What follows belongs to an exercise in optimizing a design on an open flow for small area; a production flow would make more cautious choices.
At most, simulation tests tie the RTL to the original design; equivalence was not proved.
Only the layout flow was run in runs 1 and 2; the RTL was not checked for function there.
Power figures rest on the tool's default switching activity, not on a simulated workload.

**flow/config.mk**
```make
export PLATFORM = sky130hd
export DESIGN_NAME = uart_secded_top
export DESIGN_NICKNAME = uart_secded_top
export VERILOG_FILES = /design/flow/design.v
export SDC_FILE = /design/flow/constraint.sdc
export NUM_CORES = 4
export LEC_CHECK = 0
export CAP_MARGIN = 20
export CORE_MARGIN = 2
export CORE_UTILIZATION = 40
export SLEW_MARGIN = 20
```
**flow/flow/run.sh**
```bash
#!/bin/bash
# Standard ORFS layout with smaller port buffers and a leaner clock tree.
set -euo pipefail
export BUFFER_PORTS_ARGS="-buffer_cell sky130_fd_sc_hd__buf_1"
export CTS_ARGS="-sink_clustering_enable -repair_clock_nets -buf_list sky130_fd_sc_hd__clkbuf_8 -root_buf sky130_fd_sc_hd__clkbuf_8 -sink_clustering_size 18 -sink_clustering_max_diameter 50 -dont_use_dummy_load"
bash standard.sh > standard.log 2>&1
```
**flow/standard.sh**
```bash
#!/bin/bash
# synth_recipe.tcl (not shown) runs the flow's synth.tcl, then flattens the netlist and writes it again
# the make line also repeats each setting of config.mk as NAME=value (left out here)
make -C /OpenROAD-flow-scripts/flow DESIGN_CONFIG=/design/flow/config.mk WORK_HOME=/design/flow/orfs CLKGATE_MAP_FILE= SYNTH_SCRIPT=/design/flow/synth_recipe.tcl "${@:-finish}"
```
**flow/constraint.sdc**
```tcl
create_clock -name core_clock -period 20.0 [get_ports {clk}]
set_input_delay 4.0000 -clock core_clock [delete_from_list [all_inputs] [get_ports {clk}]]
set_output_delay 4.0000 -clock core_clock [all_outputs]
set_load 0.01 [all_outputs]
```
**flow/design.v**
```verilog
module hamming84_encoder(
    input  wire [3:0] data_in,
    output wire [7:0] code_out
);
  wire d0 = data_in[0];
  wire d1 = data_in[1];
  wire d2 = data_in[2];
  wire d3 = data_in[3];
  wire p0 = d0 ^ d1 ^ d3;    
  wire p1 = d0 ^ d2 ^ d3;    
  wire p2 = d1 ^ d2 ^ d3;    
  wire [6:0] h = {d3, d2, d1, p2, d0, p1, p0};
  wire p3 = ^h;              
  assign code_out = {p3, h};
endmodule
module hamming84_decoder(
    input  wire [7:0] code_in,         
    output reg  [3:0] data_out,        
    output reg        error_corrected, 
    output reg        double_error     
);
  wire s0 = code_in[0] ^ code_in[2] ^ code_in[4] ^ code_in[6];   
  wire s1 = code_in[1] ^ code_in[2] ^ code_in[5] ^ code_in[6];   
  wire s2 = code_in[3] ^ code_in[4] ^ code_in[5] ^ code_in[6];   
  wire [2:0] syndrome = {s2, s1, s0};   
  wire overall_parity = ^code_in;       
  wire two_bit_err = (syndrome != 3'b000) && (overall_parity == 1'b0);
  wire single_bit_err = overall_parity == 1'b1;
  reg [7:0] corrected;
  always @* begin
    corrected       = code_in;
    error_corrected = 1'b0;
    double_error    = 1'b0;
    if (two_bit_err) begin
      double_error = 1'b1;
    end
    else if (single_bit_err) begin
      if (syndrome != 3'b000) begin
        corrected[syndrome-1] = ~corrected[syndrome-1];
      end else begin
        corrected[7] = ~corrected[7];
      end
      error_corrected = 1'b1;
    end
    data_out = { corrected[6],   
                 corrected[5],   
                 corrected[4],   
                 corrected[2]    
               };
  end
endmodule
module nibble_splitter(
  input  wire [7:0] data_in,      
  output wire [3:0] low_nibble,   
  output wire [3:0] high_nibble   
);
  assign low_nibble  = data_in[3:0];
  assign high_nibble = data_in[7:4];
endmodule
module bit_joiner #(
  parameter LOW_WIDTH  = 4,
  parameter HIGH_WIDTH = 4
) (
  input  wire [LOW_WIDTH-1:0]  low_bits,
  input  wire [HIGH_WIDTH-1:0] high_bits,
  input  wire                  low_ok,
  input  wire                  high_ok,
  output wire 						 join_ok,
  output wire [LOW_WIDTH+HIGH_WIDTH-1:0] data_out
);
assign data_out = (low_ok && high_ok) ? {high_bits, low_bits} : {LOW_WIDTH+HIGH_WIDTH{1'b0}};
assign join_ok = low_ok & high_ok;
endmodule
module uart_sampling_tick #(
    parameter SYS_FREQ  = 50000000,
    parameter BAUD_RATE = 921600,
    parameter CLOCK     = SYS_FREQ/BAUD_RATE,
    parameter SAMPLE    = 32,
	 parameter BAUD_DVSR = (SYS_FREQ * 2 + SAMPLE * BAUD_RATE) / (2 * SAMPLE * BAUD_RATE)
) (
    input wire      clk, reset_n,
    output wire     s_tick
);
    parameter N = $clog2(BAUD_DVSR);
    reg [N-1:0] cnt_reg;
    wire [N-1:0] cnt_next;
    always @(posedge clk or negedge reset_n) begin
        if (~reset_n) begin
            cnt_reg<=0;
        end
        else cnt_reg <= cnt_next;
    end
    assign cnt_next = (cnt_reg == (BAUD_DVSR-1)) ? 0 : (cnt_reg + 1);
    assign s_tick = (cnt_reg == (BAUD_DVSR-1)) ? 1'b1 : 1'b0;
endmodule
module uart_tx #(
  parameter DATA_SIZE       = 8,
            BIT_COUNT_SIZE  = $clog2(DATA_SIZE+1)
  )  (
  input                         clk, s_tick,  
  input                         reset_n, 
  input                         tx_start,  
  input   [DATA_SIZE - 1 : 0]   data_in,  
  output wire                   tx, 
  output wire                   tx_done_tick        
);
reg [DATA_SIZE-1:0]           TX_shift_reg, TX_shift_next; 
reg [BIT_COUNT_SIZE - 1:0]    bit_count; 
reg [4:0]                     sample_count;
reg                           tx_reg;  
wire [BIT_COUNT_SIZE - 1:0]   bit_count_next;
wire [4:0]                    sample_count_next;
wire                          tx_next;
reg                       load_TX_shift_reg;
reg                       inc_bit_count;
reg                       clr_bit_count;
reg                       inc_sample_count;
reg                       clr_sample_count;
reg                       add_start_bit_tx;
reg                       add_data_bit_tx;
reg                       add_stop_bit_tx;
reg                       shift;
reg                       tx_done;
reg [1:0]                 state, next_state;
localparam [1:0] 
  IDLE      = 2'b00,
  START     = 2'b01,
  DATA      = 2'b10,
  STOP      = 2'b11;
always @(posedge clk or negedge reset_n) begin 
  if(~reset_n) begin
    state <= IDLE;
  end
  else if (s_tick) begin
    state <= next_state;
  end
end
always @(posedge clk or negedge reset_n) begin
  if (~reset_n) begin
    bit_count <= 0;
    sample_count <= 0;
    TX_shift_reg <= {(DATA_SIZE){1'b1}};
    tx_reg <= 1'b1;
  end
  else if (s_tick) begin
    bit_count <= bit_count_next;
    sample_count <= sample_count_next;
    TX_shift_reg <= TX_shift_next;
    tx_reg <= tx_next;
  end
end
assign bit_count_next = (clr_bit_count) ? 0 : (inc_bit_count) ? bit_count + 1'b1 : bit_count;
assign sample_count_next = (clr_sample_count) ? 0 : (inc_sample_count) ? sample_count + 1'b1 : sample_count;
assign tx_next = (add_start_bit_tx) ? 1'b0 : (add_data_bit_tx) ? TX_shift_reg[0] : (add_stop_bit_tx) ? 1'b1 : tx_reg;
always @* begin
  if (load_TX_shift_reg) begin
    TX_shift_next = data_in;
  end
  else if (shift) begin
    TX_shift_next = {1'b1,TX_shift_reg[DATA_SIZE-1:1]};
  end
  else begin
    TX_shift_next = TX_shift_reg;
  end
end
assign tx = tx_reg;  
always @* begin 
  inc_sample_count    = 0;
  clr_sample_count    = 0;
  inc_bit_count       = 0;
  clr_bit_count       = 0;
  load_TX_shift_reg   = 0;
  shift               = 0;
  add_start_bit_tx    = 0;
  add_data_bit_tx     = 0;
  add_stop_bit_tx     = 0;
  tx_done             = 0;
  case (state)
    IDLE: begin
      if (tx_start) begin
        load_TX_shift_reg = 1;
        next_state = START;
      end
      else begin
        next_state = IDLE;
      end
    end
    START: begin
      add_start_bit_tx = 1;
      if (sample_count == 5'd15) begin
        clr_sample_count = 1;
        inc_bit_count = 1;
        next_state = DATA;
      end
      else begin
        inc_sample_count = 1;
        next_state = START;
      end
    end
    DATA: begin
      add_data_bit_tx = 1;
      if (sample_count == 5'd15) begin
        clr_sample_count = 1;
        if (bit_count == 4'd8) begin
          clr_bit_count = 1;
          next_state = STOP;
        end
        else begin
          shift = 1;
          inc_bit_count = 1;
          next_state = DATA;
        end
      end
      else begin
        inc_sample_count = 1;
        next_state = DATA;
      end
    end
    STOP: begin
      add_stop_bit_tx = 1;
      if (sample_count == 5'd31) begin
        clr_sample_count = 1;
        tx_done = 1;
        next_state = IDLE;
      end
      else begin
        inc_sample_count = 1;
        next_state = STOP;
      end    
    end
    default : next_state = IDLE;
  endcase
end
assign tx_done_tick = tx_done;  
endmodule 
module uart_rx #(
  parameter DATA_SIZE       = 8,
            BIT_COUNT_SIZE  = $clog2(DATA_SIZE)
  )  (
  input                         clk, s_tick,  
  input                         reset_n, 
  input                         rx,
  input                         rx_start,
  output [DATA_SIZE- 1:0]       data_out,
  output wire                   rx_done_tick       
);
reg [DATA_SIZE-1:0]         RX_shift_reg, RX_shift_next;
reg [BIT_COUNT_SIZE:0]      bit_count;
reg [3:0]                   sample_count;
wire [BIT_COUNT_SIZE:0]     bit_count_next;
wire [3:0]                  sample_count_next;
reg                       load_RX_shift_reg;
reg                       inc_bit_count;
reg                       clr_bit_count;
reg                       inc_sample_count;
reg                       clr_sample_count;
reg                       shift;
reg                       rx_done;
reg [1:0]                 state, next_state;
assign rx_done_tick = rx_done;
localparam [1:0] 
  IDLE      = 2'b00,
  START     = 2'b01,
  DATA      = 2'b10,
  STOP      = 2'b11;
always @(posedge clk or negedge reset_n) begin 
  if(~reset_n) begin
    state <= IDLE;
  end
  else if (s_tick) begin
    state <= next_state;
  end
end
always @(posedge clk or negedge reset_n) begin
  if (~reset_n) begin
    bit_count <= 0;
    sample_count <= 0;
    RX_shift_reg <= 0;
  end
  else if (s_tick) begin
    bit_count <= bit_count_next;
    sample_count <= sample_count_next;
    RX_shift_reg <= RX_shift_next;
  end
end
assign bit_count_next = (clr_bit_count) ? 0 : (inc_bit_count) ? bit_count + 1'b1 : bit_count;
assign sample_count_next = (clr_sample_count) ? 0 : (inc_sample_count) ? sample_count + 1'b1 : sample_count;
always @* begin
  if (load_RX_shift_reg) begin
    RX_shift_next = RX_shift_reg; 
  end
  else if (shift) begin
    RX_shift_next = {rx,RX_shift_reg[DATA_SIZE-1: 1]};
  end
  else begin
    RX_shift_next = RX_shift_reg;
  end
end
assign data_out = RX_shift_reg;  
always @* begin 
  inc_sample_count    = 0;
  clr_sample_count    = 0;
  inc_bit_count       = 0;
  clr_bit_count       = 0;
  load_RX_shift_reg   = 0;
  shift               = 0;
  rx_done             = 0;
  case (state)
    IDLE: begin
      if (~rx_start) begin
        next_state        = IDLE;
      end
      else begin
        if (rx == 1'b0) begin
          next_state      = START;
        end
        else begin
          next_state      = IDLE;
        end
      end
    end
    START: begin
      if (rx == 1'b1) begin  
        clr_sample_count  = 1'b1;
        next_state        = IDLE;
      end
      else begin
        if (sample_count == 4'd7) begin
          clr_sample_count= 1'b1;
          next_state      = DATA;
        end
        else begin
          inc_sample_count = 1;
          next_state      = START;
        end
      end
    end
    DATA: begin
      if (sample_count == 4'd15) begin
        if (bit_count == 4'd8) begin 
            clr_sample_count  = 1'b1;
            clr_bit_count     = 1'b1;
            next_state  = STOP;
        end
        else begin
            shift           = 1;
            inc_bit_count   = 1;
            clr_sample_count= 1;
            next_state      = DATA;
        end
      end
      else begin
        inc_sample_count    = 1;
        next_state        = DATA;
      end
    end
    STOP: begin
      if (sample_count == 4'd15) begin
        clr_sample_count = 1;
        rx_done = 1;
        next_state = IDLE;
      end
      else begin
        inc_sample_count = 1;
        next_state = STOP;
      end
    end
    default : next_state  = IDLE;
  endcase
end
assign rx_done_tick = rx_done;  
endmodule 
module uart_fifo #(
  parameter DATA_SIZE   = 8,
            SIZE_FIFO   = 16,
            ADDR_WIDTH  = $clog2(SIZE_FIFO)
  )  (
  input                             clk, s_tick,
  input                             reset_n, 
  input  [DATA_SIZE - 1 : 0]        w_data,
  input                             wr,
  input                             rd,
  output  [DATA_SIZE - 1 : 0]       r_data,
  output wire                       full,
  output wire                       empty     
);
reg [DATA_SIZE - 1 : 0]   fifo [SIZE_FIFO - 1 : 0];
reg [ADDR_WIDTH -1:0] w_ptr_reg, w_ptr_next, w_ptr_succ;
reg [ADDR_WIDTH -1:0] r_ptr_reg, r_ptr_next, r_ptr_succ;
reg full_reg, full_next;
reg empty_reg, empty_next;
wire wr_en;
always @(posedge clk or negedge reset_n) begin
  if (~reset_n) begin
    w_ptr_reg <= 0;
    r_ptr_reg <= 0;
    full_reg <= 0;
    empty_reg <= 1;
  end
  else if (s_tick) begin
    if (wr_en) fifo[w_ptr_reg] <= w_data;
    w_ptr_reg <= w_ptr_next;
    r_ptr_reg <= r_ptr_next;
    full_reg <= full_next;
    empty_reg <= empty_next;
  end  
end
assign wr_en = wr & (~full_reg | rd);  
assign full = full_reg;
assign empty = empty_reg;
assign r_data = fifo[r_ptr_reg];
always @(*) begin
  w_ptr_succ = w_ptr_reg + 1'b1;
  r_ptr_succ = r_ptr_reg + 1'b1;
  w_ptr_next = w_ptr_reg;
  r_ptr_next = r_ptr_reg;
  full_next = full_reg;
  empty_next = empty_reg;
  case ({wr, rd}) 
    2'b01: begin  
      if (~empty_reg) begin
        r_ptr_next = r_ptr_succ;
        full_next = 0;
        if (r_ptr_succ == w_ptr_reg) empty_next = 1;
      end
    end
    2'b10: begin  
      if (~full_reg) begin
        w_ptr_next = w_ptr_succ;
        empty_next = 0;
        if (w_ptr_succ == r_ptr_reg) full_next = 1;
      end
    end
    2'b11: begin  
      if (empty_reg) begin  
        w_ptr_next = w_ptr_succ;
        empty_next = 0;
      end
      else begin
        w_ptr_next = w_ptr_succ;
        r_ptr_next = r_ptr_succ;
      end
    end
  endcase
end
endmodule 
module uart_fifo_out #(
  parameter DATA_SIZE   = 10,
            SIZE_FIFO   = 16,
            ADDR_WIDTH  = $clog2(SIZE_FIFO)
  )  (
  input                             clk, s_tick,
  input                             reset_n, 
  input  [DATA_SIZE - 1 : 0]        w_data,
  input                             wr,
  input                             rd,
  output  [DATA_SIZE - 1 : 0]       r_data,
  output wire                       full,
  output wire                       empty     
);
reg [DATA_SIZE - 1 : 0]   fifo [SIZE_FIFO - 1 : 0];
reg [ADDR_WIDTH -1:0] w_ptr_reg, w_ptr_next, w_ptr_succ;
reg [ADDR_WIDTH -1:0] r_ptr_reg, r_ptr_next, r_ptr_succ;
reg full_reg, full_next;
reg empty_reg, empty_next;
wire wr_en;
always @(posedge clk or negedge reset_n) begin
  if (~reset_n) begin
    w_ptr_reg <= 0;
    r_ptr_reg <= 0;
    full_reg <= 0;
    empty_reg <= 1;
  end
  else if (s_tick) begin
    if (wr_en) fifo[w_ptr_reg] <= w_data;
    w_ptr_reg <= w_ptr_next;
    r_ptr_reg <= r_ptr_next;
    full_reg <= full_next;
    empty_reg <= empty_next;
  end  
end
assign wr_en = wr & (~full_reg | rd);  
assign full = full_reg;
assign empty = empty_reg;
assign r_data = fifo[r_ptr_reg];
always @(*) begin
  w_ptr_succ = w_ptr_reg + 1'b1;
  r_ptr_succ = r_ptr_reg + 1'b1;
  w_ptr_next = w_ptr_reg;
  r_ptr_next = r_ptr_reg;
  full_next = full_reg;
  empty_next = empty_reg;
  case ({wr, rd}) 
    2'b01: begin  
      if (~empty_reg) begin
        r_ptr_next = r_ptr_succ;
        full_next = 0;
        if (r_ptr_succ == w_ptr_reg) empty_next = 1;
      end
    end
    2'b10: begin  
      if (~full_reg) begin
        w_ptr_next = w_ptr_succ;
        empty_next = 0;
        if (w_ptr_succ == r_ptr_reg) full_next = 1;
      end
    end
    2'b11: begin  
      if (empty_reg) begin  
        w_ptr_next = w_ptr_succ;
        empty_next = 0;
      end
      else begin
        w_ptr_next = w_ptr_succ;
        r_ptr_next = r_ptr_succ;
      end
    end
  endcase
end
endmodule 
module uart_trans #(
  parameter DATA_SIZE       = 8,
            SIZE_FIFO       = 16,
            SYS_FREQ        = 50000000,
            BAUD_RATE       = 115200, 
            SAMPLE          = 16,
            BAUD_DVSR       = SYS_FREQ/(SAMPLE*BAUD_RATE)
  )  (
  input 	  							trans,
  input                       clk               ,   
  input                       reset_n           ,   
  input       [DATA_SIZE-1:0] bus_data_in       ,   
  output                      tx                ,   
  output      [2:0]           TX_status_register,
  output								wait_request,
  output reg waiting_nibble,
  output								s_tick
);
wire [DATA_SIZE-1:0] tx_data_in;
wire                 tx_done, tx_full, tx_empty;
reg  [3:0]           sub_highlow;     
wire  [DATA_SIZE-1:0] sub_bus_data;    
reg                  highOrLow;       
reg                  fifo_tx_wr;      
wire						tx_start;
wire	[DATA_SIZE-1:0] data_to_be_mod;			
wire [3:0] low_in, high_in;
assign tx_start = !tx_empty;
nibble_splitter splitter (
  .data_in     (bus_data_in),
  .low_nibble  (low_in),
  .high_nibble (high_in)
);
hamming84_encoder en_tx (
  .data_in  (sub_highlow),
  .code_out (sub_bus_data)
);
uart_sampling_tick #(
  .SYS_FREQ  (SYS_FREQ),
  .BAUD_RATE (BAUD_RATE),
  .SAMPLE    (SAMPLE),
  .BAUD_DVSR (BAUD_DVSR)
) uart_sampling_tick_inst (
  .clk      (clk),
  .reset_n  (reset_n),
  .s_tick   (s_tick)
);
uart_tx #(
  .DATA_SIZE (DATA_SIZE)
) uart_tx_inst (
  .clk          (clk),
  .s_tick       (s_tick),
  .reset_n      (reset_n),
  .tx_start     (tx_start),
  .data_in      (tx_data_in),
  .tx           (tx),
  .tx_done_tick (tx_done)
);
uart_fifo #(
  .DATA_SIZE (DATA_SIZE),
  .SIZE_FIFO (SIZE_FIFO)
) uart_fifo_tx (
  .clk     (clk),
  .s_tick  (s_tick),
  .reset_n (reset_n),
  .w_data  (sub_bus_data),
  .r_data  (tx_data_in),  
  .wr      (fifo_tx_wr),
  .rd      (tx_done),
  .full    (tx_full),
  .empty   (tx_empty)
);
always @(posedge clk or negedge reset_n) begin
  if (!reset_n) 
  begin
    highOrLow   <= 0;
    fifo_tx_wr  <= 0;
    sub_highlow <= 0;
	 waiting_nibble <= 1;
  end 
  else
		begin
			if (waiting_nibble == 0)
				waiting_nibble <= 1;
			if(s_tick) 
				begin
				 fifo_tx_wr <= 0;  
				 if (!tx_full&&trans) 
					 begin
						if (!highOrLow) 
							begin
							  sub_highlow <= low_in;
							  fifo_tx_wr  <= 1;
							  highOrLow   <= 1;  
							end 
						else 
							begin
							  sub_highlow <= high_in;
							  fifo_tx_wr  <= 1;
							  highOrLow   <= 0;  
							  waiting_nibble <= 0;
							end
						end
					end
		end
end
assign wait_request = (trans && waiting_nibble) || tx_full;
assign TX_status_register = {tx_done, tx_empty, tx_full};
endmodule
module uart_re#(
  parameter DATA_SIZE       = 8,
            SIZE_FIFO       = 16,
            BIT_COUNT_SIZE  = $clog2(DATA_SIZE+1),
            SYS_FREQ        = 50000000,
            BAUD_RATE       = 115200, 
            CLOCK           = SYS_FREQ/BAUD_RATE,
            SAMPLE          = 16,
            BAUD_DVSR       = SYS_FREQ/(SAMPLE*BAUD_RATE)
  )  (
  input                       clk               ,
  input                       reset_n           ,
  input                       rx                ,
  input								read_en,
  output      [7:0]           out_rx             ,
  output		reg  [7:0]				real_output,
  output      [2:0]           RX_status_register,
  output      [7:0]           rx_data_out,
  output      [3:0]           sub_low_de1,
  output      [3:0]           sub_high_de1,
  output 	  [7:0]           mstate,
  output 	[9:0]				dout,
  output   dout_empty,
  output   wire double_error,
  output   wire error_corrected,
  output      h_ok,
  output 	  l_ok,
  output			join_ok,
  output			s_tick,
  output			wait_request,
  output reg wait_req,
	output reg read_latch
);
wire [DATA_SIZE-1:0] bus_data_out;
wire                 rx_done;
wire                 rx_full;
wire                 rx_empty;
reg                  fifo_rx_rd;
reg [7:0] real_output_reg;
wire double_error_l, double_error_h,  error_corrected_l, error_corrected_h;
reg  [7:0]	         bus_data_out_high;
reg  [7:0]	         bus_data_out_low;
wire  [3:0]           sub_low_de;
wire  [3:0]           sub_high_de;
assign sub_low_de1 = sub_low_de;
assign sub_high_de1 = sub_high_de;
reg  [1:0]           state;
reg low_ok;
reg high_ok;
assign h_ok = high_ok;
assign l_ok = low_ok;
assign double_error = double_error_h || double_error_l;
assign error_corrected = error_corrected_h||error_corrected_l;
assign outrx = out_rx;
assign RX_status_register = {rx_done, rx_empty, rx_full};
wire [9:0] data_in_fifo;
reg condition;
uart_sampling_tick #(
  .SYS_FREQ   (SYS_FREQ),
  .BAUD_RATE  (BAUD_RATE),
  .CLOCK      (CLOCK),
  .SAMPLE     (SAMPLE),
  .BAUD_DVSR  (BAUD_DVSR)
) uart_sampling_tick_inst (
  .clk      (clk),
  .reset_n  (reset_n),
  .s_tick   (s_tick)
);
uart_rx #(
  .DATA_SIZE (DATA_SIZE)
) uart_rx_inst (
  .clk          (clk),
  .s_tick       (s_tick),
  .reset_n      (reset_n),
  .rx_start     (~rx_full),
  .rx           (rx),
  .data_out     (rx_data_out),
  .rx_done_tick (rx_done)
);
uart_fifo #(
  .DATA_SIZE (DATA_SIZE),
  .SIZE_FIFO (SIZE_FIFO)
) uart_fifo_rx (
  .clk     (clk),
  .s_tick  (s_tick),
  .reset_n (reset_n),
  .w_data  (rx_data_out),
  .r_data  (bus_data_out),
  .wr      (rx_done),
  .rd      (fifo_rx_rd),
  .full    (rx_full),
  .empty   (rx_empty)
);
hamming84_decoder rx_high (
  .code_in  (bus_data_out_high),
  .data_out (sub_high_de),
  .error_corrected (error_corrected_h),
  .double_error (double_error_h)
);
hamming84_decoder rx_low (
  .code_in  (bus_data_out_low),
  .data_out (sub_low_de),
  .error_corrected (error_corrected_l),
  .double_error (double_error_l)
);
bit_joiner join_rx (
  .high_ok	 (high_ok),
  .low_ok	 (low_ok),
  .low_bits  (sub_low_de),
  .high_bits (sub_high_de),
  .data_out  (out_rx),
  .join_ok (join_ok)
);
uart_fifo_out #(
  .DATA_SIZE (10),
  .SIZE_FIFO (SIZE_FIFO)
) uart_fifo_out (
  .clk     (clk),
  .s_tick  (s_tick),
  .reset_n (reset_n),
  .w_data  (data_in_fifo),
  .r_data  (dout),
  .wr      (join_ok),
  .rd      (wait_req),
  .full    (),
  .empty   (dout_empty)
);
always @(posedge clk or negedge reset_n) begin
  if (!reset_n) 
	  begin
		 fifo_rx_rd    <= 0;
		 state         <= 4;
		 wait_req 		<= 0;
		 read_latch <= 0;
		 low_ok <= 0;
		 high_ok <= 0;
		 bus_data_out_low <= 0;
		 bus_data_out_high <= 0;
	  end 
  else
	  begin
			if (read_en)
				read_latch <= 1;
				wait_req <= read_latch;	
		  if(s_tick)  
			begin
				read_latch <= 0;
				 fifo_rx_rd <= 0;
				 if (join_ok) 
					 begin 
						 low_ok<=0;high_ok<=0; state <= 0; 
						 bus_data_out_low<=0;
						 bus_data_out_high<=0;
					 end
				 case (state)
					0: begin
					  if (!rx_empty) 
						  begin
							 fifo_rx_rd     <= 1;
							 bus_data_out_low <= bus_data_out;
							 low_ok <=1;
							 state          <= 1;
						  end
						end
					1: begin
					 if(rx_done) 
						 begin 
							state      <= 2;
						 end
						end
					2: begin
					  if (!rx_empty) 
						  begin
								fifo_rx_rd     <= 1;
								bus_data_out_high <= bus_data_out;
								high_ok <=1;
								state          <= 3;
						  end
					end
					3: begin
							state       <= 4;  
						end
				 endcase
			  end
		end
end
assign mstate = state;
	assign wait_request = (read_en && wait_req);
	assign data_in_fifo = {double_error,error_corrected,out_rx};
endmodule
module uart_secded_top (
  input        clk,
  input        reset_n,              
  input        trans,
  input  [7:0] bus_data_in,
  output       tx,
  output [2:0] tx_status,            
  output       wait_request_write,
  input        rx,
  input        read_en,
  output [2:0] rx_status,            
  output       wait_request_read,
  output [9:0] rx_dout,              
  output       rx_valid              
);
  reg  [4:0] tcnt;
  wire       tick = (tcnt == 5'd26);
  always @(posedge clk or negedge reset_n)
    if (!reset_n) tcnt <= 5'd0;
    else          tcnt <= tick ? 5'd0 : tcnt + 5'd1;
  reg       hol;           
  reg       twr;           
  reg       wn;            
  reg [3:0] nib;
  wire      tx_full, tx_empty, tx_done;
  wire      take = tick & trans & ~tx_full;
  always @(posedge clk or negedge reset_n)
    if (!reset_n) begin
      hol <= 1'b0;
      twr <= 1'b0;
      wn  <= 1'b0;
    end else begin
      wn <= take & hol;
      if (tick) twr <= trans & ~tx_full;
      if (take) hol <= ~hol;
    end
  always @(posedge clk)
    if (take) nib <= hol ? bus_data_in[7:4] : bus_data_in[3:0];
  assign wait_request_write = (trans & ~wn) | tx_full;
  reg [63:0] tr;
  reg [3:0]  twp, trp;
  reg        tfull, tempty;
  wire       tpush = twr & (~tfull | tx_done);
  wire       tpop  = tx_done & ~tempty;
  wire       tins  = tpush & (twp == 4'd15);
  always @(posedge clk)
    tr <= {tr[59:0], tins ? nib : tr[63:60]};
  always @(posedge clk or negedge reset_n)
    if (!reset_n) begin
      twp <= 4'd0; trp <= 4'd0; tfull <= 1'b0; tempty <= 1'b1;
    end else begin
      twp <= twp + {2'd0, tick & tpush, ~(tick & tpush)};
      trp <= trp + {2'd0, tick & tpop,  ~(tick & tpop)};
      if (tick) begin
        if (tpush & ~tpop) begin
          tempty <= 1'b0;
          tfull  <= (twp + 4'd1 == trp);
        end
        if (tpop & ~tpush) begin
          tfull  <= 1'b0;
          tempty <= (trp + 4'd1 == twp);
        end
      end
    end
  assign tx_full  = tfull;
  assign tx_empty = tempty;
  reg [7:0] tu;
  reg       txr;
  reg       txbit;
  wire       t_idle  = (tu == 8'd0);
  wire       t_start = (tu[7:4] == 4'd5);
  wire       t_stop  = (tu[7:5] == 3'd7);
  wire       t_data  = ~t_idle & ~t_start & ~t_stop;
  assign tx_done = (tu == 8'd255);
  wire [3:0] hd = tr[63:60];
  wire [7:0] code = {hd[0] ^ hd[1] ^ hd[2], hd[3], hd[2], hd[1],
                     hd[1] ^ hd[2] ^ hd[3], hd[0],
                     hd[0] ^ hd[2] ^ hd[3], hd[0] ^ hd[1] ^ hd[3]};
  wire [3:0] tbi = tu[7:4] - 4'd6;
  always @(posedge clk)
    if (t_data & (trp == 4'd15)) txbit <= code[tbi[2:0]];
  always @(posedge clk or negedge reset_n)
    if (!reset_n) begin
      tu <= 8'd0; txr <= 1'b1;
    end else if (tick) begin
      if (t_idle) tu <= tempty ? 8'd0 : 8'd80;
      else        tu <= tu + 8'd1;
      txr <= ~t_start & (~t_data | txbit);
    end
  assign tx        = txr;
  assign tx_status = {tx_done, tx_empty, tx_full};
  reg [7:0] rv;
  reg [7:0] rsh;
  wire      r_idle  = (rv == 8'd0);
  wire      r_start = (rv[7:3] == 5'd11);
  wire      rx_done = (rv == 8'd255);
  always @(posedge clk or negedge reset_n)
    if (!reset_n) rv <= 8'd0;
    else if (tick) begin
      if (r_idle)                rv <= rx ? 8'd0 : 8'd88;
      else if (r_start & rx)     rv <= 8'd0;
      else                       rv <= rv + 8'd1;
    end
  always @(posedge clk)
    if (tick & (rv[3:0] == 4'd15) & (rv[7:4] >= 4'd6) & (rv[7:4] <= 4'd13)) rsh <= {rx, rsh[7:1]};
  wire s0 = rsh[0] ^ rsh[2] ^ rsh[4] ^ rsh[6];
  wire s1 = rsh[1] ^ rsh[2] ^ rsh[5] ^ rsh[6];
  wire s2 = rsh[3] ^ rsh[4] ^ rsh[5] ^ rsh[6];
  wire [2:0] syn = {s2, s1, s0};
  wire par = ^rsh;
  wire de  = (syn != 3'd0) & ~par;
  wire ec  = par;
  wire [3:0] dd = {rsh[6] ^ (par & (syn == 3'd7)),
                   rsh[5] ^ (par & (syn == 3'd6)),
                   rsh[4] ^ (par & (syn == 3'd5)),
                   rsh[2] ^ (par & (syn == 3'd3))};
  reg       d1, d2;        
  reg       hph;           
  reg [5:0] lo;            
  always @(posedge clk or negedge reset_n)
    if (!reset_n) begin
      d1 <= 1'b0; d2 <= 1'b0; hph <= 1'b0;
    end else if (tick) begin
      d1 <= rx_done;
      d2 <= d1;
      if (d1) hph <= ~hph;
    end
  always @(posedge clk)
    if (tick & d1 & ~hph) lo <= {de, ec, dd};
  wire       join_ok = d2 & ~hph;
  wire [9:0] wdata   = {de | lo[5], ec | lo[4], dd, lo[3:0]};
  assign rx_status = {rx_done, ~(d1 | d2), 1'b0};
  reg rlatch, wreq;
  always @(posedge clk or negedge reset_n)
    if (!reset_n) begin
      rlatch <= 1'b0; wreq <= 1'b0;
    end else begin
      rlatch <= ~tick & (read_en | rlatch);
      wreq   <= rlatch;
    end
  assign wait_request_read = read_en & wreq;
  reg [139:0] orr;
  reg [9:0]   hd_q, nx_q;
  reg [4:0]   ocnt;            
  reg [3:0]   rwp, rrp;        
  reg         nfetch, opend;
  wire        ofull  = ocnt[4];
  wire        oempty = (ocnt == 5'd0);
  wire        opush  = join_ok & (~ofull | wreq);
  wire        opop   = wreq & ~oempty;
  wire        c0     = oempty;
  wire        c1     = (ocnt == 5'd1);
  wire        c2     = (ocnt == 5'd2);
  wire        rpush  = opush & ~c0 & ~c1 & ~(c2 & opop);
  wire        fetch  = nfetch & (rrp == 4'd13);
  wire        oins   = (join_ok & ~ofull & (rwp == 4'd13)) | (opend & (rwp == 4'd0));
  always @(posedge clk)
    orr <= {orr[129:0], oins ? wdata : orr[139:130]};
  always @(posedge clk) begin
    if (tick & (c0 & opush | c1 & opush & opop)) hd_q <= wdata;
    else if (tick & opop & ~c1)                  hd_q <= nx_q;
    if (tick & opush & (c1 & ~opop | c2 & opop)) nx_q <= wdata;
    else if (fetch)                              nx_q <= orr[139:130];
  end
  function [3:0] inc14(input [3:0] p, input two);
    case (p)
      4'd12:   inc14 = two ? 4'd0 : 4'd13;
      4'd13:   inc14 = two ? 4'd1 : 4'd0;
      default: inc14 = p + (two ? 4'd2 : 4'd1);
    endcase
  endfunction
  always @(posedge clk or negedge reset_n)
    if (!reset_n) begin
      ocnt <= 5'd0; rwp <= 4'd0; rrp <= 4'd0; nfetch <= 1'b0; opend <= 1'b0;
    end else begin
      rwp <= inc14(rwp, tick & rpush);
      rrp <= inc14(rrp, fetch);
      if (tick & opop & (opush ? ~c0 & ~c1 & ~c2 : ~c0 & ~c1 & ~c2)) nfetch <= 1'b1;
      else if (fetch)                                 nfetch <= 1'b0;
      if (tick & join_ok & ofull & wreq) opend <= 1'b1;
      else if (rwp == 4'd0)              opend <= 1'b0;
      if (tick) ocnt <= ocnt + {4'd0, opush & ~opop} - {4'd0, opop & ~opush};
    end
  assign rx_dout  = hd_q;
  assign rx_valid = ~oempty;
endmodule
```
==> results of run 1 <==
==> worst register-to-register path: stages (launching register included) <==
cell      delay, ns
dfrtp_1        0.39
inv_1          0.10
ha_1           0.18
nand2b_1       0.12
or3_1          0.36
and2_1         0.17
ha_1           0.27
inv_1          0.06
ha_1           0.15
inv_1          0.06
fa_1           0.38
nand2b_1       0.17
a21oi_1        0.19
o21ai_0        0.10
a21oi_1        0.16
xnor2_1        0.13
==> state kept, by name, summed over array words and instances (netlist names), 4 cells and up <==
register and count:
rrp 4, rwp 4, tr 64, rsh 8, ocnt 5, lo 6, twp 4, rv 8
tcnt 5, nx_q 10, hd_q 10, tu 8, trp 4, orr 140, nib 4
==> placed cells by master, fill, tap and decap left out, drive strengths merged, types with 20 or more instances in the layout <==
master	instances
dfxtp	204
a21oi	20
edfxtp	39
dfrtp	53
inv	30
buf	32
ha	27
nor2	28
nand2	41
o21ai	28
clkbuf	28
xnor2	29
mux2	42
==> stage by stage <==
stage          instances   util
3_5_place_dp        1020  0.422
2_1_floorplan        686      -
6_report            1047  0.438
5_1_grt             1047  0.438
3_3_place_gp        1020  0.422
4_1_cts             1047  0.438
==> logic make-up (layout without fill, tap and decap cells) <==
logic type | count (synthesis) | in the layout | share of synthesized area
AO/OA/AOI/OAI | 77 | 77 | 0.0512
XOR/XNOR | 46 | 46 | 0.0444
adder cells (fa/ha/maj) | 31 | 31 | 0.0444
buffers and inverters | 48 | 90 | 0.0254
flip-flops | 298 | 298 | 0.705
multiplexers | 46 | 46 | 0.0562
other | 1 | 1 | 0.000398
AND/OR/NAND/NOR | 139 | 139 | 0.0734
==> final cells by class <==
| type | instances | area, um2 | share of cell area |
|---|---|---|---|
| repair buffers | 33 | 133 | 0.0130 |
| multi-input cells | 340 | 2550 | 0.250 |
| well taps | 319 | 399 | 0.0391 |
| clock buffers | 27 | 372 | 0.0364 |
| inverters | 30 | 113 | 0.0110 |
| flip-flops and latches | 298 | 6630 | 0.651 |
==> path summary, 6_finish.rpt <==
kind                                          end  cells past startpoint  slack, ns
worst min register to register             tr[55]                      0       0.26
worst max register to register            ocnt[4]                     15      16.95
worst min-delay path                       tr[55]                      0       0.26
min in group asynchronous                     hol                      2       3.60
max in group asynchronous                   rv[7]                      2      15.87
worst max-delay path            wait_request_read                      3      11.66
==> where the power goes <==
group	switching, W	internal, W	leakage, nW	total [W]
Sequential	0.00000814	0.000619	2.61	0.000627
Combinational	0.0000120	0.0000133	1.17	0.0000254
Clock	0.000173	0.000120	0.194	0.000293
Total	0.000193	0.000752	3.98	0.000945
==> metal layers <==
| metal | wire length (um) | track usage |
|---|---|---|
| met5 | 0 | 0 |
| met1 | 6500 | 0.152 |
| met2 | 6180 | 0.185 |
| met3 | 626 | 0.0270 |
| met4 | 419 | 0.0424 |
==> flow_summary_export.csv, run 1 <==
group,metric,value,unit
sta,fin_setup_tns,0,ns
cts,cts_hold_buf,0,
logic_synthesis,synth_area_per_cell,13.7,um2
placement,preCtsSetupSlack,11.65,ns
drt,wirelength,13700,um
sta,max_freq,0.120,GHz
logic_synthesis,syn_inst,686,
logic_synthesis,synthFlopType,"dfxtp_1",
cts,cts_max_level,1,
logic_synthesis,ys_types,60,
setup_path,crit_slowest_cell,"buf_1",
outcome,status,"timing/DRC/antenna clean",
drt,wl_per_cell,13.1,um
cts,numCtsBuffers,27,
floorplan,dieHeight,157,um
drt,dr_total_vias,4854,
sta,rsz0062_at_grt,"no",
logic_synthesis,synth_area,9410,um2
layout,fillerInstances,2152,
global_routing,groute.usage.overall,0.115,
drt,drt_first_pass_iters,4,
sta,hold_slack,0.259,ns
floorplan,io_pins,33,
setup_path,cp_common_cell,"buf_1",
logic_synthesis,seq_area_frac_synth,0.705,
floorplan,initial_utilization,0.405,
sta,setup_viol_count_final,0,
setup_path,critPathTopFamily,"buffers and inverters",
flow_run,max-cap-violations,0,
placement,portBuffers,31,
drt,drc,0,
logic_synthesis,synth_edf_count,39,
placement,gp_congestion,0.800,
setup_path,critical_path_buf_inv_count,2,
cts,post_cts.repair.setup_buffers,0,
logic_synthesis,ys_ff_latch,298,
layout,antenna_cells,0,
logic_synthesis,synth_most_common_cell,"dfxtp_1",
logic_synthesis,ys_async_sr_fraction,0.185,
logic_synthesis,synthTopCellsByArea,"dfxtp_1, dfrtp_1, edfxtp_1",
placement,dp.final_hpwl,8870,um
global_routing,antenna_found_initial,0,
floorplan,core-area,23300,um2
power_and_ir_drop,leakage,3.98,nW
setup_path,r2r-start,"ocnt[2]",
setup_path,cp.required,16.00,ns
logic_synthesis,synth_warnings,1,
power_and_ir_drop,p_per_area,92.6,nW/um2
sta,fin_worst_skew,0.0662,ns
floorplan,design.die.area,24800,um2
global_routing,first_global_vias,4901,
logic_synthesis,netlist.area_leader.share,0.434,
setup_path,critPathKind,"in -> out",
floorplan,die_w,157,um
logic_synthesis,synthTopCellsByCount,"dfxtp_1, dfrtp_1, mux2_2, nand2_1, edfxtp_1",
power_and_ir_drop,p_total,0.000945,W
cts,cts.path.max_buffers,3,
global_routing,gr-total-overflow,0,
setup_path,crit_chain,"buf_1, and2_1, buf_1",
hold_path,worstHoldStart,"tr[51]",
sta,fin_crit,8.34,ns
sta,hold_viol,0,
sta,tightest_slew,1.06,ns
cts,clkLatencyLatePin,0.56,ns
drt,antenna_violating_nets_post_route,0,
sta,layout_setup_ws,11.66,ns
sta,finalMaxSlewViolations,0,
layout,drive_gt1_frac,0.117,
setup_path,crit_path_max_incr_delay,0.15,ns
logic_synthesis,yosys.area.top_type,"dfxtp_1",
sta,maxSlewHeadroom,0.291,
setup_path,crit_path_end_kind,"output port",
power_and_ir_drop,ir_drop,0.0575,mV
logic_synthesis,synth.net_count,730,
drt,first_iter_violations,187,
layout,fin_nets,774,
drt,via_per_inst,4.64,
placement,place_area,9820,um2
cts,cts.clk_slew.worst_paths,0.10,ns
layout,syn2layout_area_growth,8.31,%
cts,clock-root-buffer,"clkbuf_8",
sta,finalCritPeriodShare,0.417,
setup_path,arrival,4.34,ns
setup_path,cp-start-kind,"primary input",
cts,cts_tree,"done",
cts,clkSinkCount,298,
setup_path,critPathMaxFanout,2,
cts,cts-resized-gates,0,
setup_path,crit_start,"read_en",
layout,stdcell_area,10200,um2
global_routing,grt_max_degree,56,
floorplan,rows,56,
global_routing,grt_pass1_wl,23400,um
hold_path,hold_class,"reg -> reg",
==> run 2: changes to the inputs <==
==> flow/flow/run.sh (replaced) <==
#!/bin/bash
# Standard ORFS layout with smaller port buffers and a leaner clock tree.
set -euo pipefail
export BUFFER_PORTS_ARGS="-buffer_cell sky130_fd_sc_hd__buf_1"
export CTS_ARGS="-sink_clustering_enable -repair_clock_nets -buf_list sky130_fd_sc_hd__clkbuf_8 -root_buf sky130_fd_sc_hd__clkbuf_8 -sink_clustering_size 22 -sink_clustering_max_diameter 40 -dont_use_dummy_load"
bash standard.sh > standard.log 2>&1
==> run 2 against run 1 <==
Still clean on timing, DRC and antenna. Critical path depth stayed put. Area after synthesis unchanged. Sequential share of layout area is 0.61 points lower. Sequential power about the same. Critical endpoint unchanged.
==> flow_summary_export.csv, run 2 <==
group,metric,value,unit
cts,numCtsBuffers,34,
layout,drive_gt1_frac,0.125,
setup_path,crit_path_end_kind,"output port",
floorplan,die_w,157,um
drt,drc,0,
setup_path,cp.required,16.00,ns
global_routing,first_global_vias,4963,
layout,final_common_cell,"dfxtp_1",
flow_run,max-cap-violations,0,
layout,largest_reg_flops,140,
cts,clock-root-buffer,"clkbuf_8",
cts,post_cts.repair.setup_buffers,0,
hold_path,hold_class,"reg -> reg",
cts,cts_max_level,2,
sta,maxSlewHeadroom,0.258,
cts,cts-resized-gates,0,
layout,fin_util,0.442,
cts,clkLatencyLatePin,0.53,ns
power_and_ir_drop,ir_drop,0.0556,mV
placement,gp_congestion,0.800,
placement,dp.final_hpwl,8870,um
global_routing,gr-total-overflow,0,
logic_synthesis,synthTopCellsByArea,"dfxtp_1, dfrtp_1, edfxtp_1",
logic_synthesis,ys_types,60,
placement,placedCellCount,1020,
cts,cts.clk_slew.worst_paths,0.08,ns
setup_path,crit_chain,"buf_1, and2_1, buf_1",
global_routing,grt_max_degree,56,
floorplan,rows,56,
logic_synthesis,synth_most_common_cell,"dfxtp_1",
setup_path,cp_common_cell,"buf_1",
logic_synthesis,synthTopCellsByCount,"dfxtp_1, dfrtp_1, mux2_2, nand2_1, edfxtp_1",
layout,mostFrequentLayoutCells,"dfxtp_1, dfrtp_1, mux2_2, nand2_1, edfxtp_1",
global_routing,antenna_found_initial,0,
layout,largest-register,"orr",
placement,place_area,9820,um2
logic_synthesis,netlist.area_leader.share,0.434,
power_and_ir_drop,p_per_area,95.4,nW/um2
power_and_ir_drop,leakage,4.03,nW
layout,syn2layout_area_growth,9.33,%
cts,cts_tree,"done",
drt,first_iter_violations,210,
global_routing,grt_pass1_wl,23500,um
sta,setup_viol_count_final,0,
layout,stdcell_area,10300,um2
layout,antenna_cells,0,
drt,wirelength_met1,6480,um
setup_path,crit_path_max_incr_delay,0.15,ns
power_and_ir_drop,p_total,0.000982,W
drt,met3_length,642,um
logic_synthesis,synth_area,9410,um2
cts,cts_hold_buf,0,
drt,antenna_violating_nets_post_route,0,
layout,stdcell_count,1054,
setup_path,critical_path_buf_inv_count,2,
setup_path,critPathKind,"in -> out",
placement,portBuffers,31,
sta,fin_worst_skew,0.0693,ns
layout,reg_top3,"orr x140, tr x64",
global_routing,groute.usage.overall,0.117,
logic_synthesis,yosys.area.top_type,"dfxtp_1",
setup_path,critPathMaxFanout,2,
drt,wl_per_cell,13.1,um
logic_synthesis,synth.net_count,730,
drt,wirelength,13800,um
layout,fin_nets,781,
drt,via_per_inst,4.65,
setup_path,critPathTopFamily,"buffers and inverters",
sta,hold_viol,0,
logic_synthesis,synth_edf_count,39,
drt,wl_met2,6230,um
setup_path,arrival,4.34,ns
logic_synthesis,synthFlopType,"dfxtp_1",
floorplan,io_pins,33,
cts,clkSinkCount,298,
drt,top_layer_used,"met4",
drt,dr_total_vias,4897,
floorplan,dieHeight,157,um
cts,cts.path.max_buffers,3,
setup_path,cp-start-kind,"primary input",
logic_synthesis,ys_ff_latch,298,
outcome,status,"timing/DRC/antenna clean",
sta,finalMaxSlewViolations,0,
logic_synthesis,seq_area_frac_synth,0.705,
floorplan,core-area,23300,um2
logic_synthesis,synth_area_per_cell,13.7,um2
logic_synthesis,ys_async_sr_fraction,0.185,
sta,finalCritPeriodShare,0.417,
logic_synthesis,syn_inst,686,
sta,rsz0062_at_grt,"no",
setup_path,crit_slowest_cell,"buf_1",
floorplan,initial_utilization,0.405,
sta,max_freq,0.120,GHz
sta,fin_crit,8.34,ns
logic_synthesis,synth_warnings,1,
floorplan,design.die.area,24800,um2
sta,fin_setup_tns,0,ns
sta,tightest_slew,1.10,ns
drt,drt_first_pass_iters,4,
## run 2: cell families after synthesis
kind of cell | after synthesis | share of synthesized area
DFF | 298 | 0.705
and+or+nand+nor | 139 | 0.0734
AOI/OAI and AO/OA | 77 | 0.0512
buffers and inverters | 48 | 0.0254
xor gates and xnor gates | 46 | 0.0444
muxes | 46 | 0.0562
adders and majority gates | 31 | 0.0444
other | 1 | 0.000398
## run 2: metrics by stage
step	setup WS [ns]	hold slack, ns
final	11.66	0.268
after global routing	11.61	0.264
after CTS	11.65	0.266
after detailed placement	11.65	0.312
after global placement	11.64	0.310
after floorplan	11.83	0.310
## run 2: final timing paths
kind	start	endpoint	slack [ns]	cells after the start
setup / recovery	read_en	wait_request_read	11.66	3
hold / removal	tr[34]	tr[38]	0.27	0
setup reg to reg	ocnt[2]	ocnt[4]	16.96	15
hold reg to reg	tr[34]	tr[38]	0.27	0
max in group asynchronous	reset_n	rv[0]	15.84	2
min in group asynchronous	reset_n	hol	3.63	2
## run 2: area by class of cell
class	instances	area, um2
multi-input cells	340	2550
inverters	30	113
well taps	319	399
fillers	2157	13000
clock buffers	34	468
flip-flops and latches	298	6630
repair buffers	33	133
## run 2: metal layers
metal | GRT usage | vias up
met2 | 0.185 | 94
met1 | 0.150 | 2343
met5 | 0 | -
li1 | - | 2420
met4 | 0.0524 | 0
met3 | 0.0289 | 40
## run 2: where the power goes
part	total, W	switching (W)	leakage [nW]	internal (W)
Combinational	0.0000255	0.0000121	1.17	0.0000134
Clock	0.000330	0.000178	0.244	0.000151
Sequential	0.000627	0.00000807	2.61	0.000619
==> run 3: changes to the inputs <==
--- a/flow/design.v
+++ b/flow/design.v
@@ -970,7 +970,7 @@
   wire        c0     = oempty;
   wire        c1     = (ocnt == 5'd1);
   wire        c2     = (ocnt == 5'd2);
-  wire        rpush  = opush & ~c0 & ~c1 & ~(c2 & opop);
+  wire        rpush  = opush & ~c0 & ~(c1 & opop);
   wire        fetch  = nfetch & (rrp == 4'd13);
   wire        oins   = (join_ok & ~ofull & (rwp == 4'd13)) | (opend & (rwp == 4'd0));
   always @(posedge clk)
@@ -978,8 +978,7 @@
   always @(posedge clk) begin
     if (tick & (c0 & opush | c1 & opush & opop)) hd_q <= wdata;
     else if (tick & opop & ~c1)                  hd_q <= nx_q;
-    if (tick & opush & (c1 & ~opop | c2 & opop)) nx_q <= wdata;
-    else if (fetch)                              nx_q <= orr[139:130];
+    if (fetch) nx_q <= orr[139:130];
   end
   function [3:0] inc14(input [3:0] p, input two);
     case (p)
@@ -994,7 +993,7 @@
     end else begin
       rwp <= inc14(rwp, tick & rpush);
       rrp <= inc14(rrp, fetch);
-      if (tick & opop & (opush ? ~c0 & ~c1 & ~c2 : ~c0 & ~c1 & ~c2)) nfetch <= 1'b1;
+      if (tick & (opop ? ~c1 & ~(c2 & ~opush) : c1 & opush)) nfetch <= 1'b1;
       else if (fetch)                                 nfetch <= 1'b0;
       if (tick & join_ok & ofull & wreq) opend <= 1'b1;
       else if (rwp == 4'd0)              opend <= 1'b0;
==> flow/flow/run.sh (replaced) <==
#!/bin/bash
# Standard ORFS layout with smaller port buffers and a leaner clock tree.
set -euo pipefail
export BUFFER_PORTS_ARGS="-buffer_cell sky130_fd_sc_hd__buf_1"
export CTS_ARGS="-sink_clustering_enable -repair_clock_nets -buf_list sky130_fd_sc_hd__clkbuf_16 -root_buf sky130_fd_sc_hd__clkbuf_16 -sink_clustering_size 30 -sink_clustering_max_diameter 60 -dont_use_dummy_load"
bash standard.sh > standard.log 2>&1
==> run 3 against run 2 <==
Still clean on timing, DRC and antenna. Final cell count decreased by 5.0%. Sequential share of layout area increased by 0.63 points. Combinational power increased by 7.8%. Critical path depth unchanged. Clock power increased by 4%. Area after synthesis decreased by 1.1%. Via count decreased by 2.9%. Cell area decreased by 0.96%. Maximum frequency about the same. Non-clock buffer count increased by 3. First-iteration DRC count decreased by 9.5%. Global-route usage decreased by 0.17 points. Largest cell class unchanged. Largest power group unchanged.
==> flow_summary_export.csv, run 3 <==
group,metric,value,unit
floorplan,design.die.area,24500,um2
layout,antenna_cells,0,
setup_path,r2r_slack,16.51,ns
drt,first_iter_violations,190,
setup_path,r2r_end,"ocnt[4]",
sta,fin_setup_tns,0,ns
floorplan,rows,55,
placement,placedCellCount,981,
logic_synthesis,synthTopCellsByCount,"dfxtp_1, dfrtp_1, nand2_1, edfxtp_1",
placement,gp_congestion,0.794,
sta,maxSlewHeadroom,0.380,
power_and_ir_drop,p_total,0.000999,W
sta,tightest_slew,0.929,ns
global_routing,groute.usage.overall,0.115,
setup_path,arrival,4.35,ns
setup_path,critPathMaxFanout,2,
setup_path,crit_path_end_kind,"output port",
cts,post_cts.repair.setup_buffers,0,
floorplan,initial_utilization,0.410,
cts,numCtsBuffers,19,
drt,wirelength,13300,um
logic_synthesis,synthTopCellsByArea,"dfxtp_1, dfrtp_1, edfxtp_1",
logic_synthesis,synth_edf_count,39,
setup_path,crit_path_max_incr_delay,0.15,ns
logic_synthesis,synth_warnings,1,
setup_path,cp-start-kind,"primary input",
drt,wl_per_cell,13.3,um
logic_synthesis,syn_inst,683,
sta,hold_viol,0,
logic_synthesis,seq_area_frac_synth,0.713,
cts,cts.clk_slew.worst_paths,0.10,ns
global_routing,grt_pass1_wl,23100,um
flow_run,max-cap-violations,0,
setup_path,cp_common_cell,"buf_1",
global_routing,first_global_vias,4896,
logic_synthesis,synth.net_count,727,
cts,cts_max_level,1,
sta,setup_viol_count_final,0,
placement,dp.final_hpwl,8630,um
drt,drc,0,
cts,clkSinkCount,298,
setup_path,crit_start,"trans",
logic_synthesis,yosys.area.top_type,"dfxtp_1",
setup_path,reg2reg_depth,15,
cts,cts_hold_buf,0,
logic_synthesis,synth_most_common_cell,"dfxtp_1",
global_routing,antenna_found_initial,1,
layout,largest_reg_flops,140,
hold_path,worstHoldStart,"orr[70]",
floorplan,die_w,157,um
setup_path,crit_slowest_cell,"a21o_1",
sta,rsz0062_at_grt,"no",
sta,finalCritPeriodShare,0.417,
drt,drt_first_pass_iters,4,
layout,reg_top3,"orr x140, tr x64",
cts,cts_tree,"done",
layout,syn2layout_area_growth,9.53,%
sta,max_freq,0.120,GHz
setup_path,critPathKind,"in -> out",
outcome,status,"timing/DRC/antenna clean",
setup_path,r2r-start,"ocnt[2]",
drt,dr_total_vias,4754,
cts,clock-root-buffer,"clkbuf_16",
layout,mostFrequentLayoutCells,"dfxtp_1, dfrtp_1, nand2_1, edfxtp_1, buf_1",
logic_synthesis,ys_types,56,
floorplan,dieHeight,157,um
logic_synthesis,synth_area_per_cell,13.6,um2
logic_synthesis,netlist.area_leader.share,0.439,
logic_synthesis,synthFlopType,"dfxtp_1",
layout,fin_nets,762,
power_and_ir_drop,p_per_area,98.0,nW/um2
placement,portBuffers,31,
layout,stdcell_count,1001,
logic_synthesis,synth_area,9310,um2
logic_synthesis,ys_async_sr_fraction,0.185,
floorplan,io_pins,33,
cts,cts-resized-gates,0,
cts,clkLatencyLatePin,0.51,ns
sta,layout_setup_ws,11.65,ns
setup_path,cp.required,16.00,ns
power_and_ir_drop,leakage,4.14,nW
power_and_ir_drop,ir_drop,0.0693,mV
global_routing,grt_max_degree,56,
sta,fin_crit,8.35,ns
layout,final_common_cell,"dfxtp_1",
drt,antenna_violating_nets_post_route,0,
layout,drive_gt1_frac,0.0964,
hold_path,holdPathEnd,"orr[80]",
placement,preCtsSetupSlack,11.65,ns
global_routing,gr-total-overflow,0,
logic_synthesis,ys_ff_latch,298,
sta,finalMaxSlewViolations,0,
layout,largest-register,"orr",
hold_path,holdPathStages,0,
setup_path,crit_chain,"buf_1, a21o_1, buf_1",
hold_path,hold_class,"reg -> reg",
sta,fin_worst_skew,0.0571,ns
cts,cts.path.max_buffers,3,
layout,fillerInstances,2030,
drt,via_per_inst,4.75,
floorplan,core-area,22700,um2
## run 3: cell count changes in the layout (fill, tap and decap cells not counted), sizes merged, moves of 3 or more
cell	before	now
clkbuf	35	20
mux2	42	29
a21oi	20	13
nor2	28	23
xor2	17	21
and2	4	7
buf	32	35
o211ai	6	3
## run 3: stage by stage
stage          utilization  hold slack (ns)  instance area [um2]
2_1_floorplan            -            0.310                 9310
3_3_place_gp         0.428            0.310                 9710
3_5_place_dp         0.428            0.312                 9710
4_1_cts              0.449            0.298                10200
5_1_grt              0.449            0.302                10200
6_report             0.449            0.295                10200
## run 3: cells by family (layout without fill, tap and decap cells)
logic type	Yosys count	count (layout)	synth area share
AO/OA/AOI/OAI	71	71	0.0479
XOR/XNOR	49	49	0.0493
adder cells (fa/ha/maj)	31	31	0.0449
buffers and inverters	50	83	0.0227
flip-flops	298	298	0.713
multiplexers	34	34	0.0405
other	1	1	0.000403
AND/OR/NAND/NOR	149	149	0.0815
## run 3: area by class of cell
| cell class | instances | area (um2) | area share |
|---|---|---|---|
| clock buffers | 19 | 475 | 0.0466 |
| inverters | 28 | 105 | 0.0103 |
| multi-input cells | 335 | 2470 | 0.242 |
| flip-flops and latches | 298 | 6630 | 0.651 |
| well taps | 285 | 357 | 0.0350 |
| repair buffers | 36 | 155 | 0.0152 |
## run 3: worst max path at each step
| stage | to | slack, ns | cells past startpoint |
|---|---|---|---|
| after detailed placement | wait_request_read | 11.65 | 3 |
| after floorplan | wait_request_write | 11.83 | 1 |
| after CTS | wait_request_read | 11.65 | 3 |
| final | wait_request_write | 11.65 | 3 |
| after global routing | wait_request_write | 11.61 | 3 |
| after global placement | wait_request_read | 11.64 | 3 |
## run 3: metal layers
layer | global-route usage | share of wire
met4 | 0.0415 | 0.025
met3 | 0.0260 | 0.038
met2 | 0.190 | 0.46
met5 | 0 | 0.0012
met1 | 0.148 | 0.48
## run 3: where the power goes
part / switching, W / internal, W / total [W]
Clock: 0.000176 / 0.000169 / 0.000344
Sequential: 0.00000868 / 0.000619 / 0.000627
Combinational: 0.0000133 / 0.0000142 / 0.0000275
Total: 0.000198 / 0.000801 / 0.000999
## run 3: critical path: cells and delay by family
kind / cells / cell delay [ns]
compound gates: 1 / 0.15
buf+inv: 2 / 0.20
==> run 4: changes to the inputs <==
==> flow/flow/run.sh (replaced) <==
#!/bin/bash
# Standard ORFS layout with smaller port buffers and a leaner clock tree.
set -euo pipefail
export BUFFER_PORTS_ARGS="-buffer_cell sky130_fd_sc_hd__buf_1"
export CTS_ARGS="-sink_clustering_enable -repair_clock_nets -buf_list sky130_fd_sc_hd__clkbuf_8 -root_buf sky130_fd_sc_hd__clkbuf_8 -sink_clustering_size 18 -sink_clustering_max_diameter 50 -dont_use_dummy_load"
bash standard.sh > standard.log 2>&1
==> run 4 against run 3 <==
First-iteration DRC count fell by 1.1%. Power fell by 5.3%. Sequential share of layout area rose by 0.67 points. Critical path type unchanged. Global-route usage rose by 0.070 points. Still clean.
==> flow_summary_export.csv, run 4 <==
group,metric,value,unit
outcome,status,"timing/DRC/antenna clean",
sta,rsz0062_at_grt,"no",
setup_path,reg2reg_depth,15,
setup_path,r2r-start,"ocnt[2]",
logic_synthesis,seq_area_frac_synth,0.713,
logic_synthesis,synthTopCellsByCount,"dfxtp_1, dfrtp_1, nand2_1, edfxtp_1",
placement,placedCellCount,981,
cts,cts_max_level,1,
layout,antenna_cells,0,
drt,wl_per_cell,13.3,um
floorplan,initial_utilization,0.410,
power_and_ir_drop,ir_drop,0.0497,mV
setup_path,arrival,4.35,ns
sta,fin_crit,8.35,ns
cts,post_cts.repair.setup_buffers,0,
cts,clkSinkCount,298,
floorplan,rows,55,
power_and_ir_drop,p_seq_frac,0.663,
setup_path,critical_path_buf_inv_count,2,
floorplan,design.die.area,24500,um2
drt,first_iter_violations,188,
logic_synthesis,synth_warnings,1,
global_routing,grt_max_degree,56,
power_and_ir_drop,p_comb_frac,0.029,
global_routing,groute.usage.overall,0.116,
layout,drive_gt1_frac,0.106,
cts,clkLatencyLatePin,0.58,ns
power_and_ir_drop,switching_share,0.205,
sta,setup_viol_count_final,0,
cts,cts_tree,"done",
logic_synthesis,syn_inst,683,
placement,dp.final_hpwl,8630,um
power_and_ir_drop,clkPwrFrac,0.308,
setup_path,crit_path_end_kind,"output port",
logic_synthesis,synth.net_count,727,
setup_path,crit_path_max_incr_delay,0.15,ns
placement,gp_congestion,0.794,
global_routing,grt_pass1_wl,23300,um
drt,antenna_violating_nets_post_route,0,
drt,via_per_inst,4.76,
layout,fillerInstances,2043,
sta,finalMaxSlewViolations,0,
floorplan,core-area,22700,um2
logic_synthesis,yosys.area.top_type,"dfxtp_1",
logic_synthesis,synth_most_common_cell,"dfxtp_1",
cts,cts.path.max_buffers,3,
drt,drc,0,
layout,mostFrequentLayoutCells,"dfxtp_1, dfrtp_1, nand2_1, edfxtp_1, buf_1",
global_routing,first_global_vias,4973,
layout,largest-register,"orr",
power_and_ir_drop,p_per_area,93.8,nW/um2
setup_path,r2r_slack,16.49,ns
hold_path,hold_class,"reg -> reg",
cts,cts.clk_slew.worst_paths,0.10,ns
setup_path,crit_cells,3,
logic_synthesis,synthTopCellsByArea,"dfxtp_1, dfrtp_1, edfxtp_1",
setup_path,crit_end,"wait_request_write",
drt,wirelength,13400,um
power_and_ir_drop,power.switching,0.000194,W
setup_path,r2r_end,"ocnt[4]",
setup_path,crit_start,"trans",
logic_synthesis,synth_area_per_cell,13.6,um2
layout,syn2layout_area_growth,8.42,%
floorplan,die_w,157,um
cts,cts-resized-gates,0,
layout,seqCellArea,6630,um2
layout,fin_nets,770,
layout,reg_top3,"orr x140, tr x64",
sta,hold_slack,0.283,ns
logic_synthesis,synth_edf_count,39,
layout,stdcell_count,1009,
sta,maxSlewHeadroom,0.360,
logic_synthesis,ys_ff_latch,298,
setup_path,critPathMaxFanout,2,
power_and_ir_drop,leakage,4.10,nW
logic_synthesis,ys_types,56,
layout,largest_reg_flops,140,
floorplan,io_pins,33,
logic_synthesis,synthFlopType,"dfxtp_1",
logic_synthesis,synth_area,9310,um2
cts,cts_hold_buf,0,
sta,tightest_slew,0.959,ns
placement,portBuffers,31,
flow_run,max-cap-violations,0,
setup_path,crit_slowest_cell,"a21o_1",
cts,numCtsBuffers,27,
global_routing,antenna_found_initial,1,
cts,clock-root-buffer,"clkbuf_8",
setup_path,cp_common_cell,"buf_1",
setup_path,critPathKind,"in -> out",
power_and_ir_drop,p_int,0.000753,W
setup_path,crit_chain,"buf_1, a21o_1, buf_1",
logic_synthesis,ys_async_sr_fraction,0.185,
logic_synthesis,netlist.area_leader.share,0.439,
sta,hold_viol,0,
global_routing,gr-total-overflow,0,
drt,drt_first_pass_iters,4,
sta,max_freq,0.120,GHz
sta,fin_worst_skew,0.0949,ns
drt,dr_total_vias,4803,
sta,fin_setup_tns,0,ns
floorplan,dieHeight,157,um
sta,finalCritPeriodShare,0.417,
setup_path,cp.required,16.00,ns
setup_path,cp-start-kind,"primary input",
layout,final_common_cell,"dfxtp_1",
setup_path,critPathTopFamily,"buffers and inverters",
layout,multi_input_area,2470,um2
==> run 4: cell counts after synthesis <==
Identical to the previous run, type by type.
==> run 4: per-stage QoR <==
stage	instance area [um2]	total power, W	util	setup slack [ns]
after floorplan	9310	0.000660	-	11.83
after detailed placement	9710	0.000669	0.428	11.65
after global placement	9710	0.000667	0.428	11.64
after CTS	10100	0.000963	0.444	11.65
after global routing	10100	0.000989	0.444	11.61
final	10100	0.000946	0.444	11.65
==> run 4: kinds of logic after synthesis <==
kind of cell,count (synthesis),share of synthesized area
AO/OA/AOI/OAI,71,0.0479
XOR/XNOR,49,0.0493
adder cells (fa/ha/maj),31,0.0449
buffers and inverters,50,0.0227
flip-flops,298,0.713
multiplexers,34,0.0405
other,1,0.000403
AND/OR/NAND/NOR,149,0.0815
==> run 4: routing by layer <==
layer | up-vias | wire length, um | track usage
met5 | - | 16 | 0
met4 | 2 | 460 | 0.0476
met3 | 39 | 517 | 0.0263
met2 | 76 | 6110 | 0.190
met1 | 2319 | 6280 | 0.148
li1 | 2367 | - | -
==> run 4: layout make-up <==
class,count,share of cell area
inverters,28,0.0104
well taps,285,0.0353
clock buffers,27,0.0368
multi-input cells,335,0.245
flip-flops and latches,298,0.657
repair buffers,36,0.0154
==> run 4: power groups by stage <==
stage	logic, W	registers (W)	clock network [W]
2_1_floorplan	0.0000232	0.000637	0
3_3_place_gp	0.0000268	0.000640	0
3_5_place_dp	0.0000280	0.000641	0
4_1_cts	0.0000282	0.000627	0.000307
5_1_grt	0.0000314	0.000629	0.000329
6_report	0.0000275	0.000627	0.000292
==> run 4: worst min-delay path by stage <==
stage / to / depth (start not counted) / from
finish: tr[58] / 0 / tr[54]
detailed placement: orr[29] / 0 / orr[19]
floorplan: orr[100] / 0 / orr[90]
global placement: tr[14] / 0 / tr[10]
global route: tr[58] / 0 / tr[54]
CTS: tr[58] / 0 / tr[54]

-- re-timing with driven ports --
Ports are ideal in the flow. The routed layouts listed here were re-timed in OpenROAD.
Step 1 (the two cells are an assumption about what drives the block):
set clk [get_ports {clk}]
set_driving_cell -lib_cell sky130_fd_sc_hd__clkbuf_16 $clk
set_driving_cell -lib_cell sky130_fd_sc_hd__buf_2 [delete_from_list [all_inputs] $clk]
Step 2 times the ports against the registers' clock, not the clock port: input delays grow and output delays shrink by t, the midpoint of the rising clock arrivals with the driver on.
Three values: ideal ports, drivers, drivers and shift; two values: the first two.
| run | shift t [ns] | setup slack, ns | cell pins on the clock port's net |
|---|---|---|---|
| run 1 | 0.558 | 11.657 / 11.632 / 11.632 | 1 |
| run 2 | 0.537 | 11.656 / 11.632 / 11.632 | 1 |
| run 3 | 0.522 | 11.654 / 11.630 / 11.630 | 1 |
| run 4 | 0.570 | 11.654 / 11.630 / 11.630 | 1 |
After both steps every run listed still meets setup and hold. For run 1, which loses most, drivers alone change the setup slack by -0.025 ns; drivers and shift together by -0.025 ns.
